Source: an optimization exercise on an open RTL-to-GDS flow (aim: small area, a short achievable clock period and few clock cycles per item). Production flows keep margins and buffers that such runs may drop.
Where RTL was checked, it was by simulation tests only, not by an equivalence proof against the original.

==> run a: inputs <==
// lc4_processor
module lc4_processor
(input  wire        clk,
 input  wire        rst,
 input  wire        gwe,
 output wire [15:0] o_cur_pc,
 input  wire [15:0] i_cur_insn,
 output wire [15:0] o_dmem_addr,
 input  wire [15:0] i_cur_dmem_data,
 output wire        o_dmem_we,
 output wire [15:0] o_dmem_towrite,
 output wire [1:0]  test_stall,
 output wire [15:0] test_cur_pc,
 output wire [15:0] test_cur_insn,
 output wire        test_regfile_we,
 output wire [2:0]  test_regfile_wsel,
 output wire [15:0] test_regfile_data,
 output wire        test_nzp_we,
 output wire [2:0]  test_nzp_new_bits,
 output wire        test_dmem_we,
 output wire [15:0] test_dmem_addr,
 output wire [15:0] test_dmem_data,
 input  wire [7:0]  switch_data,
 output wire [15:0] seven_segment_data,
 output wire [7:0]  led_data);
   reg  [15:0] pc_f;
   reg         x_v;
   reg  [15:0] x_ir;
   reg  [2:0]  x_r1sel, x_r2sel;
   reg         x_r1re, x_r2re;
   reg         hit_a, hit_b;           
   reg  [7:0]  x_s1, x_s2;             
   reg         m_v;
   reg  [15:0] m_ir, m_pc, m_res, m_sd;
   reg         m_stw;                  
   reg         m_late;                 
   reg         m_mul, m_dfast;
   reg         m_alo;
   reg  [1:0]  m_qhi;
   reg         w_v;
   reg  [15:0] w_ir, w_pc, w_data, w_addr, w_dmd;
   reg         w_we, w_nzp_we, w_st;
   reg  [2:0]  w_wsel, w_nzp;
   reg  [2:0]  nzp;
   reg  [3:0]  d_cnt;
   wire [2:0] f_r1sel, f_r2sel;
   wire       f_r1re, f_r2re;
  ...
==> flow/config.mk <==
export PLATFORM = sky130hd
export DESIGN_NAME = lc4_processor
export DESIGN_NICKNAME = lc4_processor
export VERILOG_FILES = /design/flow/design.v
export SDC_FILE = /design/flow/constraint.sdc
export NUM_CORES = 4
export LEC_CHECK = 0
export CAP_MARGIN = 20
export CORE_MARGIN = 2
export CORE_UTILIZATION = 55
export CTS_BUF_LIST = sky130_fd_sc_hd__clkbuf_4 sky130_fd_sc_hd__clkbuf_8
export SLEW_MARGIN = 20
==> flow/constraint.sdc <==
create_clock -name core_clock -period 38.0 [get_ports {clk}]
set_input_delay 7.6000 -clock core_clock [delete_from_list [all_inputs] [get_ports {clk}]]
set_output_delay 7.6000 -clock core_clock [all_outputs]
set_load 0.01 [all_outputs]
standard.sh (not shown) runs the stock make flow with config.mk's settings and CLKGATE_MAP_FILE= SYNTH_SCRIPT=/design/flow/synth_recipe.tcl, a recipe that flattens the netlist after the stock synthesis.
==> flow/flow/run.sh <==
#!/bin/bash
set -o pipefail
export SETUP_SLACK_MARGIN=${FLOW_MARGIN:-29.2}
export BUFFER_PORTS_ARGS="-buffer_cell sky130_fd_sc_hd__buf_2"
bash standard.sh > standard.log 2>&1
==> run b: changes against run a <==
--- a/flow/design.v
+++ b/flow/design.v
@@ -84,11 +84,11 @@
    wire ea = is_cmp & cmp_sgn & i_a[15];
    wire eb = is_cmp & cmp_sgn & addb[15];
    wire [16:0] bx  = {eb, addb} ^ {17{do_sub}};
    wire [16:0] sum = {ea, i_a} + bx + {16'd0, do_sub};
    wire lt = sum[16];
-   wire eq = (sum[15:0] == 16'd0);      
+   wire eq = (i_a == cmp_b);
    wire [15:0] cmp_res = lt ? 16'hFFFF : {15'd0, ~eq};
    wire left = (i_insn[5:4] == 2'b00);
    wire [15:0] a_rev, s_rev;
    genvar g;
    generate
@@ -550,14 +550,14 @@
 `timescale 1ns / 1ps
 `default_nettype none
 module lc4_regfile(input  wire        clk,
                    input  wire        gwe,
                    input  wire        rst,
-                   input  wire [7:0]  i_rs,       
-                   output reg  [15:0] o_rs_data,
-                   input  wire [7:0]  i_rt,       
-                   output reg  [15:0] o_rt_data,
+                   input  wire [2:0]  i_rs,
+                   output wire [15:0] o_rs_data,
+                   input  wire [2:0]  i_rt,
+                   output wire [15:0] o_rt_data,
                    input  wire [2:0]  i_rd,
                    input  wire [15:0] i_wdata,
                    input  wire        i_rd_we);
    reg [15:0] r [0:7];
    integer i;
@@ -567,18 +567,12 @@
             if (rst) r[i] <= 16'h0000;
             else if (i_rd_we && i_rd == i) r[i] <= i_wdata;
          end
       end
    end
-   always @(*) begin
-      o_rs_data = 16'h0000;
-      o_rt_data = 16'h0000;
-      for (i = 0; i < 8; i = i + 1) begin
-         o_rs_data = o_rs_data | (r[i] & {16{i_rs[i]}});
-         o_rt_data = o_rt_data | (r[i] & {16{i_rt[i]}});
-      end
-   end
+   assign o_rs_data = r[i_rs];
+   assign o_rt_data = r[i_rt];
 endmodule
 `timescale 1ns / 1ps
 `default_nettype none
 module lc4_processor
 (input  wire        clk,
@@ -604,32 +598,44 @@
  input  wire [7:0]  switch_data,
  output wire [15:0] seven_segment_data,
  output wire [7:0]  led_data);
    reg  [15:0] pc_f;
    reg         x_v;
+   reg  [15:0] x_pc1;                  
+   reg         x_pred;                 
    reg  [15:0] x_ir;
    reg  [2:0]  x_r1sel, x_r2sel;
    reg         x_r1re, x_r2re;
    reg         hit_a, hit_b;           
-   reg  [7:0]  x_s1, x_s2;             
    reg         m_v;
    reg  [15:0] m_ir, m_pc, m_res, m_sd;
    reg         m_stw;                  
    reg         m_late;                 
    reg         m_mul, m_dfast;
    reg         m_alo;
    reg  [1:0]  m_qhi;
    reg         w_v;
-   reg  [15:0] w_ir, w_pc, w_data, w_addr, w_dmd;
-   reg         w_we, w_nzp_we, w_st;
+   reg  [15:0] w_ir, w_pc, w_data, w_addr;
+   reg         w_we, w_nzp_we, w_st, w_mem;
    reg  [2:0]  w_wsel, w_nzp;
    reg  [2:0]  nzp;
    reg  [3:0]  d_cnt;
    wire [2:0] f_r1sel, f_r2sel;
    wire       f_r1re, f_r2re;
    lc4_rdecode fdec (.insn(i_cur_insn), .r1sel(f_r1sel), .r1re(f_r1re),
                      .r2sel(f_r2sel), .r2re(f_r2re));
+   wire [3:0]  f_op   = i_cur_insn[15:12];
+   wire        f_trap = (f_op == 4'b1111);
+   wire        f_jsr  = (f_op == 4'b0100) & i_cur_insn[11];
+   wire        f_jmp  = (f_op == 4'b1100) & i_cur_insn[11];
+   wire        f_brb  = (f_op == 4'b0000) & i_cur_insn[8] & (i_cur_insn[11:9] != 3'b000);
+   wire [15:0] f_rel  = f_jmp ? {{5{i_cur_insn[10]}}, i_cur_insn[10:0]} : {{7{i_cur_insn[8]}}, i_cur_insn[8:0]};
+   wire [15:0] f_pc1  = pc_f + 16'd1;
+   wire [15:0] f_rtgt = f_pc1 + f_rel;
+   wire        f_er   = f_trap | f_jsr | f_jmp | f_brb;
+   wire [15:0] f_tgt  = f_trap ? {8'h80, i_cur_insn[7:0]} :
+                        f_jsr  ? {pc_f[15], i_cur_insn[10:0], 4'b0000} : f_rtgt;
    wire [3:0] op = x_ir[15:12];
    wire is_br    = (op == 4'b0000);
    wire is_jsr   = (op == 4'b0100) &  x_ir[11];
    wire is_jsrr  = (op == 4'b0100) & ~x_ir[11];
    wire is_rti   = (op == 4'b1000);
@@ -638,11 +644,11 @@
    wire is_trap  = (op == 4'b1111);
    wire is_mul   = (op == 4'b0001) & (x_ir[5:3] == 3'b001);
    wire is_div   = (op == 4'b0001) & (x_ir[5:3] == 3'b011);
    wire is_mod   = (op == 4'b1010) & (x_ir[5:4] == 2'b11);
    wire is_dm    = is_div | is_mod;
-   wire is_ctl   = is_jsr | is_jsrr | is_rti | is_jmpr | is_jmp | is_trap;
+   wire is_xctl  = is_jsrr | is_rti | is_jmpr;            
    wire x_we, x_nzp_we, x_ld, x_st;
    wire [2:0] x_wsel;
    lc4_wdecode xdec (.insn(x_ir), .regfile_we(x_we), .wsel(x_wsel), .nzp_we(x_nzp_we),
                      .is_load(x_ld), .is_store(x_st));
    wire        m_we, m_nzp_we, m_ld, m_st;
@@ -657,14 +663,14 @@
    wire [15:0] m_alu = m_dfast ? m_div : m_mul ? m_res + m_sd : m_res;
    wire [15:0] m_val = m_ld ? i_cur_dmem_data : m_alu;
    wire        wb_en = m_v & m_we;
    wire [15:0] rf_a, rf_b;
    lc4_regfile rf (.clk(clk), .gwe(gwe), .rst(rst),
-                   .i_rs(x_s1), .o_rs_data(rf_a), .i_rt(x_s2), .o_rt_data(rf_b),
+                   .i_rs(x_r1sel), .o_rs_data(rf_a), .i_rt(x_r2sel), .o_rt_data(rf_b),
                    .i_rd(m_wsel), .i_wdata(m_val), .i_rd_we(wb_en));
-   wire [15:0] opa = (m_res & {16{hit_a}}) | rf_a;
-   wire [15:0] opb = (m_res & {16{hit_b}}) | rf_b;
+   wire [15:0] opa = hit_a ? m_res : rf_a;
+   wire [15:0] opb = hit_b ? m_res : rf_b;
    wire ld_stall = m_late & ((x_r1re & hit_a) | (x_r2re & hit_b) | is_br);
    wire first  = (d_cnt == 4'd0);
    wire last   = (d_cnt == 4'd8);
    wire b_zero = (opb == 16'd0);
    wire fast   = (opa[15:3] < opb) | b_zero;
@@ -685,35 +691,23 @@
    wire [1:0]  xdv_q;
    lc4_div_steps #(2) xdv (.r_in(first ? {3'd0, opa[15:3]} : m_res), .a_bits(abits), .b(opb),
                            .r_out(xdv_r), .q_bits(xdv_q));
    wire dm_done  = first ? fast : last;
    wire dm_stall = is_dm & ~dm_done;
-   wire [15:0] pc1 = pc_f;
+   wire [15:0] pc1 = x_pc1;
+   wire [15:0] x_pc = x_pc1 - 16'd1;
    wire [15:0] alu_res, mul_x, mul_y;
    lc4_alu alu (.i_insn(x_ir), .i_pc1(pc1), .i_a(opa), .i_b(opb), .o_result(alu_res));
    lc4_mul_csa mul (.a(opa), .b(opb), .x(mul_x), .y(mul_y));
    wire [2:0] cur_nzp = (m_v & m_nzp_we) ? {m_res[15], m_res == 16'd0, ~m_res[15] & (m_res != 16'd0)} : nzp;
    wire br_taken = |(x_ir[11:9] & cur_nzp);
-   wire [15:0] rel = is_br ? {{7{x_ir[8]}}, x_ir[8:0]} : {{5{x_ir[10]}}, x_ir[10:0]};
-   wire [15:0] rel_tgt = pc1 + rel;
-   wire [15:0] x_pc = pc_f - 16'd1;
-   reg  [15:0] target;
-   always @(*) begin
-      if (is_br | is_jmp)  target = rel_tgt;
-      else if (is_jsr)     target = {x_pc[15], x_ir[10:0], 4'b0000};
-      else if (is_trap)    target = {8'h80, x_ir[7:0]};
-      else                 target = opa;                    
-   end
+   wire [15:0] rel_tgt = pc1 + {{7{x_ir[8]}}, x_ir[8:0]};
+   wire [15:0] target = is_br ? (x_pred ? pc1 : rel_tgt) : opa;    
    wire x_stall  = x_v & (ld_stall | dm_stall);
    wire x_go     = x_v & ~ld_stall & ~dm_stall;            
-   wire redirect = x_go & (is_ctl | (is_br & br_taken));
+   wire redirect = x_go & (is_xctl | (is_br & (br_taken != x_pred)));
    wire x_dm_run = x_v & is_dm & ~ld_stall;                 
-   wire [2:0] n_r1sel = x_stall ? x_r1sel : f_r1sel;
-   wire [2:0] n_r2sel = x_stall ? x_r2sel : f_r2sel;
-   wire [7:0] xw_dec = (x_go & x_we) ? (8'd1 << x_wsel) : 8'd0;    
-   wire nhit_a = |((8'd1 << f_r1sel) & xw_dec);
-   wire nhit_b = |((8'd1 << f_r2sel) & xw_dec);
    always @(posedge clk) begin
       if (gwe) begin
          if (rst) begin
             pc_f  <= 16'h8200;
             x_v   <= 1'b0;
@@ -722,33 +716,31 @@
             w_v   <= 1'b0;
             nzp   <= 3'b000;
             d_cnt <= 4'd0;
             hit_a <= 1'b0;
             hit_b <= 1'b0;
-            x_s1  <= 8'd0;
-            x_s2  <= 8'd0;
          end else begin
             if (redirect) begin
                pc_f <= target;
                x_v  <= 1'b0;
             end else if (!x_stall) begin
-               pc_f <= pc_f + 16'd1;
+               pc_f <= f_er ? f_tgt : f_pc1;
                x_v  <= 1'b1;
             end
             if (x_dm_run)
                d_cnt <= dm_done ? 4'd0 : d_cnt + 4'd1;
-            hit_a <= nhit_a;
-            hit_b <= nhit_b;
-            x_s1  <= (8'd1 << n_r1sel) & ~xw_dec;
-            x_s2  <= (8'd1 << n_r2sel) & ~xw_dec;
+            hit_a <= x_go & x_we & (x_wsel == f_r1sel);
+            hit_b <= x_go & x_we & (x_wsel == f_r2sel);
             m_v   <= x_go;
             m_stw <= x_go & x_st;
             w_v   <= m_v;
             if (m_v & m_nzp_we) nzp <= {m_val[15], m_val == 16'd0, ~m_val[15] & (m_val != 16'd0)};
          end
          if (!x_stall) begin
             x_ir    <= i_cur_insn;
+            x_pc1   <= f_pc1;
+            x_pred  <= f_brb;
             x_r1sel <= f_r1sel;
             x_r2sel <= f_r2sel;
             x_r1re  <= f_r1re;
             x_r2re  <= f_r2re;
          end
@@ -777,15 +769,15 @@
          end
          w_ir     <= m_ir;
          w_pc     <= m_pc;
          w_data   <= m_st ? m_sd : m_val;
          w_addr   <= (m_ld | m_st) ? m_res : 16'd0;
-         w_dmd    <= m_ld ? i_cur_dmem_data : m_st ? m_sd : 16'd0;
          w_we     <= m_we;
          w_wsel   <= m_wsel;
          w_nzp_we <= m_nzp_we;
          w_st     <= m_st;
+         w_mem    <= m_ld | m_st;
          w_nzp    <= {m_val[15], m_val == 16'd0, ~m_val[15] & (m_val != 16'd0)};
       end
    end
    assign o_cur_pc       = pc_f;
    assign o_dmem_addr    = m_res;
@@ -799,9 +791,9 @@
    assign test_regfile_data = w_data;
    assign test_nzp_we       = w_nzp_we;
    assign test_nzp_new_bits = w_nzp;
    assign test_dmem_we      = w_st;
    assign test_dmem_addr    = w_addr;
-   assign test_dmem_data    = w_dmd;
+   assign test_dmem_data    = w_mem ? w_data : 16'd0;
    assign seven_segment_data = 16'h0000;
    assign led_data = 8'h00;
 endmodule
==> flow/flow/run.sh (replaced) <==
#!/bin/bash
set -o pipefail
export SETUP_SLACK_MARGIN=${FLOW_MARGIN:-29}
bash standard.sh > standard.log 2>&1
==> flow/config.mk (replaced) <==
export PLATFORM = sky130hd
export DESIGN_NAME = lc4_processor
export DESIGN_NICKNAME = lc4_processor
export VERILOG_FILES = /design/flow/design.v
export SDC_FILE = /design/flow/constraint.sdc
export NUM_CORES = 4
export LEC_CHECK = 0
export CAP_MARGIN = 20
export CORE_MARGIN = 2
export CORE_UTILIZATION = 40
export SLEW_MARGIN = 20
==> run c: changes against run a <==
--- a/flow/design.v
+++ b/flow/design.v
@@ -84,11 +84,11 @@
    wire ea = is_cmp & cmp_sgn & i_a[15];
    wire eb = is_cmp & cmp_sgn & addb[15];
    wire [16:0] bx  = {eb, addb} ^ {17{do_sub}};
    wire [16:0] sum = {ea, i_a} + bx + {16'd0, do_sub};
    wire lt = sum[16];
-   wire eq = (sum[15:0] == 16'd0);      
+   wire eq = (i_a == cmp_b);
    wire [15:0] cmp_res = lt ? 16'hFFFF : {15'd0, ~eq};
    wire left = (i_insn[5:4] == 2'b00);
    wire [15:0] a_rev, s_rev;
    genvar g;
    generate
@@ -550,14 +550,14 @@
 `timescale 1ns / 1ps
 `default_nettype none
 module lc4_regfile(input  wire        clk,
                    input  wire        gwe,
                    input  wire        rst,
-                   input  wire [7:0]  i_rs,       
-                   output reg  [15:0] o_rs_data,
-                   input  wire [7:0]  i_rt,       
-                   output reg  [15:0] o_rt_data,
+                   input  wire [2:0]  i_rs,
+                   output wire [15:0] o_rs_data,
+                   input  wire [2:0]  i_rt,
+                   output wire [15:0] o_rt_data,
                    input  wire [2:0]  i_rd,
                    input  wire [15:0] i_wdata,
                    input  wire        i_rd_we);
    reg [15:0] r [0:7];
    integer i;
@@ -567,18 +567,12 @@
             if (rst) r[i] <= 16'h0000;
             else if (i_rd_we && i_rd == i) r[i] <= i_wdata;
          end
       end
    end
-   always @(*) begin
-      o_rs_data = 16'h0000;
-      o_rt_data = 16'h0000;
-      for (i = 0; i < 8; i = i + 1) begin
-         o_rs_data = o_rs_data | (r[i] & {16{i_rs[i]}});
-         o_rt_data = o_rt_data | (r[i] & {16{i_rt[i]}});
-      end
-   end
+   assign o_rs_data = r[i_rs];
+   assign o_rt_data = r[i_rt];
 endmodule
 `timescale 1ns / 1ps
 `default_nettype none
 module lc4_processor
 (input  wire        clk,
@@ -608,21 +602,20 @@
    reg         x_v;
    reg  [15:0] x_ir;
    reg  [2:0]  x_r1sel, x_r2sel;
    reg         x_r1re, x_r2re;
    reg         hit_a, hit_b;           
-   reg  [7:0]  x_s1, x_s2;             
    reg         m_v;
    reg  [15:0] m_ir, m_pc, m_res, m_sd;
    reg         m_stw;                  
    reg         m_late;                 
    reg         m_mul, m_dfast;
    reg         m_alo;
    reg  [1:0]  m_qhi;
    reg         w_v;
-   reg  [15:0] w_ir, w_pc, w_data, w_addr, w_dmd;
-   reg         w_we, w_nzp_we, w_st;
+   reg  [15:0] w_ir, w_pc, w_data, w_addr;
+   reg         w_we, w_nzp_we, w_st, w_mem;
    reg  [2:0]  w_wsel, w_nzp;
    reg  [2:0]  nzp;
    reg  [3:0]  d_cnt;
    wire [2:0] f_r1sel, f_r2sel;
    wire       f_r1re, f_r2re;
@@ -657,14 +650,14 @@
    wire [15:0] m_alu = m_dfast ? m_div : m_mul ? m_res + m_sd : m_res;
    wire [15:0] m_val = m_ld ? i_cur_dmem_data : m_alu;
    wire        wb_en = m_v & m_we;
    wire [15:0] rf_a, rf_b;
    lc4_regfile rf (.clk(clk), .gwe(gwe), .rst(rst),
-                   .i_rs(x_s1), .o_rs_data(rf_a), .i_rt(x_s2), .o_rt_data(rf_b),
+                   .i_rs(x_r1sel), .o_rs_data(rf_a), .i_rt(x_r2sel), .o_rt_data(rf_b),
                    .i_rd(m_wsel), .i_wdata(m_val), .i_rd_we(wb_en));
-   wire [15:0] opa = (m_res & {16{hit_a}}) | rf_a;
-   wire [15:0] opb = (m_res & {16{hit_b}}) | rf_b;
+   wire [15:0] opa = hit_a ? m_res : rf_a;
+   wire [15:0] opb = hit_b ? m_res : rf_b;
    wire ld_stall = m_late & ((x_r1re & hit_a) | (x_r2re & hit_b) | is_br);
    wire first  = (d_cnt == 4'd0);
    wire last   = (d_cnt == 4'd8);
    wire b_zero = (opb == 16'd0);
    wire fast   = (opa[15:3] < opb) | b_zero;
@@ -705,15 +698,10 @@
    end
    wire x_stall  = x_v & (ld_stall | dm_stall);
    wire x_go     = x_v & ~ld_stall & ~dm_stall;            
    wire redirect = x_go & (is_ctl | (is_br & br_taken));
    wire x_dm_run = x_v & is_dm & ~ld_stall;                 
-   wire [2:0] n_r1sel = x_stall ? x_r1sel : f_r1sel;
-   wire [2:0] n_r2sel = x_stall ? x_r2sel : f_r2sel;
-   wire [7:0] xw_dec = (x_go & x_we) ? (8'd1 << x_wsel) : 8'd0;    
-   wire nhit_a = |((8'd1 << f_r1sel) & xw_dec);
-   wire nhit_b = |((8'd1 << f_r2sel) & xw_dec);
    always @(posedge clk) begin
       if (gwe) begin
          if (rst) begin
             pc_f  <= 16'h8200;
             x_v   <= 1'b0;
@@ -722,26 +710,22 @@
             w_v   <= 1'b0;
             nzp   <= 3'b000;
             d_cnt <= 4'd0;
             hit_a <= 1'b0;
             hit_b <= 1'b0;
-            x_s1  <= 8'd0;
-            x_s2  <= 8'd0;
          end else begin
             if (redirect) begin
                pc_f <= target;
                x_v  <= 1'b0;
             end else if (!x_stall) begin
                pc_f <= pc_f + 16'd1;
                x_v  <= 1'b1;
             end
             if (x_dm_run)
                d_cnt <= dm_done ? 4'd0 : d_cnt + 4'd1;
-            hit_a <= nhit_a;
-            hit_b <= nhit_b;
-            x_s1  <= (8'd1 << n_r1sel) & ~xw_dec;
-            x_s2  <= (8'd1 << n_r2sel) & ~xw_dec;
+            hit_a <= x_go & x_we & (x_wsel == f_r1sel);
+            hit_b <= x_go & x_we & (x_wsel == f_r2sel);
             m_v   <= x_go;
             m_stw <= x_go & x_st;
             w_v   <= m_v;
             if (m_v & m_nzp_we) nzp <= {m_val[15], m_val == 16'd0, ~m_val[15] & (m_val != 16'd0)};
          end
@@ -777,15 +761,15 @@
          end
          w_ir     <= m_ir;
          w_pc     <= m_pc;
          w_data   <= m_st ? m_sd : m_val;
          w_addr   <= (m_ld | m_st) ? m_res : 16'd0;
-         w_dmd    <= m_ld ? i_cur_dmem_data : m_st ? m_sd : 16'd0;
          w_we     <= m_we;
          w_wsel   <= m_wsel;
          w_nzp_we <= m_nzp_we;
          w_st     <= m_st;
+         w_mem    <= m_ld | m_st;
          w_nzp    <= {m_val[15], m_val == 16'd0, ~m_val[15] & (m_val != 16'd0)};
       end
    end
    assign o_cur_pc       = pc_f;
    assign o_dmem_addr    = m_res;
@@ -799,9 +783,9 @@
    assign test_regfile_data = w_data;
    assign test_nzp_we       = w_nzp_we;
    assign test_nzp_new_bits = w_nzp;
    assign test_dmem_we      = w_st;
    assign test_dmem_addr    = w_addr;
-   assign test_dmem_data    = w_dmd;
+   assign test_dmem_data    = w_mem ? w_data : 16'd0;
    assign seven_segment_data = 16'h0000;
    assign led_data = 8'h00;
 endmodule
--- a/flow/config.mk
+++ b/flow/config.mk
@@ -6,7 +6,6 @@
 export NUM_CORES = 4
 export LEC_CHECK = 0
 export CAP_MARGIN = 20
 export CORE_MARGIN = 2
 export CORE_UTILIZATION = 55
-export CTS_BUF_LIST = sky130_fd_sc_hd__clkbuf_4 sky130_fd_sc_hd__clkbuf_8
 export SLEW_MARGIN = 20
==> run d: changes against run a <==
--- a/flow/design.v
+++ b/flow/design.v
@@ -617,12 +617,12 @@
    reg         m_late;                 
    reg         m_mul, m_dfast;
    reg         m_alo;
    reg  [1:0]  m_qhi;
    reg         w_v;
-   reg  [15:0] w_ir, w_pc, w_data, w_addr, w_dmd;
-   reg         w_we, w_nzp_we, w_st;
+   reg  [15:0] w_ir, w_pc, w_data, w_addr;
+   reg         w_we, w_nzp_we, w_st, w_mem;
    reg  [2:0]  w_wsel, w_nzp;
    reg  [2:0]  nzp;
    reg  [3:0]  d_cnt;
    wire [2:0] f_r1sel, f_r2sel;
    wire       f_r1re, f_r2re;
@@ -707,13 +707,12 @@
    wire x_go     = x_v & ~ld_stall & ~dm_stall;            
    wire redirect = x_go & (is_ctl | (is_br & br_taken));
    wire x_dm_run = x_v & is_dm & ~ld_stall;                 
    wire [2:0] n_r1sel = x_stall ? x_r1sel : f_r1sel;
    wire [2:0] n_r2sel = x_stall ? x_r2sel : f_r2sel;
-   wire [7:0] xw_dec = (x_go & x_we) ? (8'd1 << x_wsel) : 8'd0;    
-   wire nhit_a = |((8'd1 << f_r1sel) & xw_dec);
-   wire nhit_b = |((8'd1 << f_r2sel) & xw_dec);
+   wire nhit_a = x_go & x_we & (x_wsel == f_r1sel);
+   wire nhit_b = x_go & x_we & (x_wsel == f_r2sel);
    always @(posedge clk) begin
       if (gwe) begin
          if (rst) begin
             pc_f  <= 16'h8200;
             x_v   <= 1'b0;
@@ -736,12 +735,12 @@
             end
             if (x_dm_run)
                d_cnt <= dm_done ? 4'd0 : d_cnt + 4'd1;
             hit_a <= nhit_a;
             hit_b <= nhit_b;
-            x_s1  <= (8'd1 << n_r1sel) & ~xw_dec;
-            x_s2  <= (8'd1 << n_r2sel) & ~xw_dec;
+            x_s1  <= nhit_a ? 8'd0 : (8'd1 << n_r1sel);
+            x_s2  <= nhit_b ? 8'd0 : (8'd1 << n_r2sel);
             m_v   <= x_go;
             m_stw <= x_go & x_st;
             w_v   <= m_v;
             if (m_v & m_nzp_we) nzp <= {m_val[15], m_val == 16'd0, ~m_val[15] & (m_val != 16'd0)};
          end
@@ -777,15 +776,15 @@
          end
          w_ir     <= m_ir;
          w_pc     <= m_pc;
          w_data   <= m_st ? m_sd : m_val;
          w_addr   <= (m_ld | m_st) ? m_res : 16'd0;
-         w_dmd    <= m_ld ? i_cur_dmem_data : m_st ? m_sd : 16'd0;
          w_we     <= m_we;
          w_wsel   <= m_wsel;
          w_nzp_we <= m_nzp_we;
          w_st     <= m_st;
+         w_mem    <= m_ld | m_st;
          w_nzp    <= {m_val[15], m_val == 16'd0, ~m_val[15] & (m_val != 16'd0)};
       end
    end
    assign o_cur_pc       = pc_f;
    assign o_dmem_addr    = m_res;
@@ -799,9 +798,9 @@
    assign test_regfile_data = w_data;
    assign test_nzp_we       = w_nzp_we;
    assign test_nzp_new_bits = w_nzp;
    assign test_dmem_we      = w_st;
    assign test_dmem_addr    = w_addr;
-   assign test_dmem_data    = w_dmd;
+   assign test_dmem_data    = w_mem ? w_data : 16'd0;
    assign seven_segment_data = 16'h0000;
    assign led_data = 8'h00;
 endmodule
==> notes.md <==
Routing:
- The routed layout has 28,700 vias.
- For this block, wires on met1 add up to 48,100 um.

Worst setup path:
- The startpoint identified for the worst register-to-register timing path is x_r1sel[0]$_DFFE_PP_.

Finish:
- The finished layout holds about 4,500 standard cells, fillers aside.
- approximately 2,500 cells are multi-input combinational gates.

Run status:
- The flow ran to the end and the layout has no timing, DRC or antenna violations.
# the run above: run b

==> notes.md <==
Run status:
- The flow ran to the end and the layout has no timing, DRC or antenna violations.

Worst setup path:
- The critical path data required time is about 30,000 ps.
- The launch instance of the worst register-to-register path is x_r2sel[1]$_DFFE_PP_.
- The critical path launch point type is a register.

Routing:
- In the final routing, the length of wire on met1 measures roughly 44,000 um.

Finish:
- In the final layout, non-clock buffers account for 8.56% of the cell area.
- The finished layout holds 4,019 standard cells, fillers aside.
- The multi-input logic cell count is about 2,400.
# the run above: run c

==> notes.md <==
Finish:
- The final cell count without fillers is 3,879.

Routing:
- The met1 routed wirelength after detailed routing is 43,000 um.
- The via total after detailed routing is roughly 27,000.

Worst setup path:
- The launch instance of the worst register-to-register path is m_res[9]$_DFFE_PP_.
- For the worst flop-to-flop path, the logic depth is 31.

Run status:
- The run finished with no timing, DRC or antenna violations.
# the run above: run d

==> notes.md <==
Worst setup path:
- The startpoint identified for the worst register-to-register timing path is x_s1[0]$_SDFFCE_PP0P_.

Routing:
- The via total after detailed routing is ~27,000.
- The met1 routed wirelength after detailed routing is between 40,000 and 50,000 um.

Run status:
- The run finished with no timing, DRC or antenna violations.

Finish:
- ~2,300 cells are multi-input combinational gates.
- After the flow finishes, the layout carries non-filler instances totaling 3,984.
# the run above: run a

Testbench counts of run a, summed over its fixed seeds: cycles 73,652, instructions 64,000.
Testbench counts of run c, summed over its fixed seeds: cycles 73,652, instructions 64,000.
Function not checked in run b and run d: the RTL went through the layout flow alone.

[separate check: timing with driven ports]
Ports are ideal in the flow. The routed layouts listed here were re-timed in OpenROAD. Step 1: set_driving_cell puts a clkbuf_16 on clk and a buf_2 on each other input, an assumption about the parent block. Step 2, shift: input delay + t, output delay - t, t = (earliest + latest rising clock arrival at the registers) / 2. This alone moves slack from input paths to output paths. Slacks: ideal ports / drivers / drivers and shift; pairs: ideal ports / drivers.
| run | t, ns | setup WS [ns] | worst data-port slew with drivers (ns) |
|---|---|---|---|
| run a | 0.768 | 28.912 / 28.848 / 28.410 | 0.06 |
| run b | 0.643 | 28.098 / 28.119 / 27.476 | 0.08 |
| run c | 0.649 | 28.983 / 28.921 / 28.537 | 0.06 |
| run d | 0.743 | 28.852 / 28.794 / 28.289 | 0.06 |
After both steps every run listed still meets setup and hold. The setup slack of run b, which loses most, moves by +0.021 ns with the drivers and by -0.622 ns with both steps.
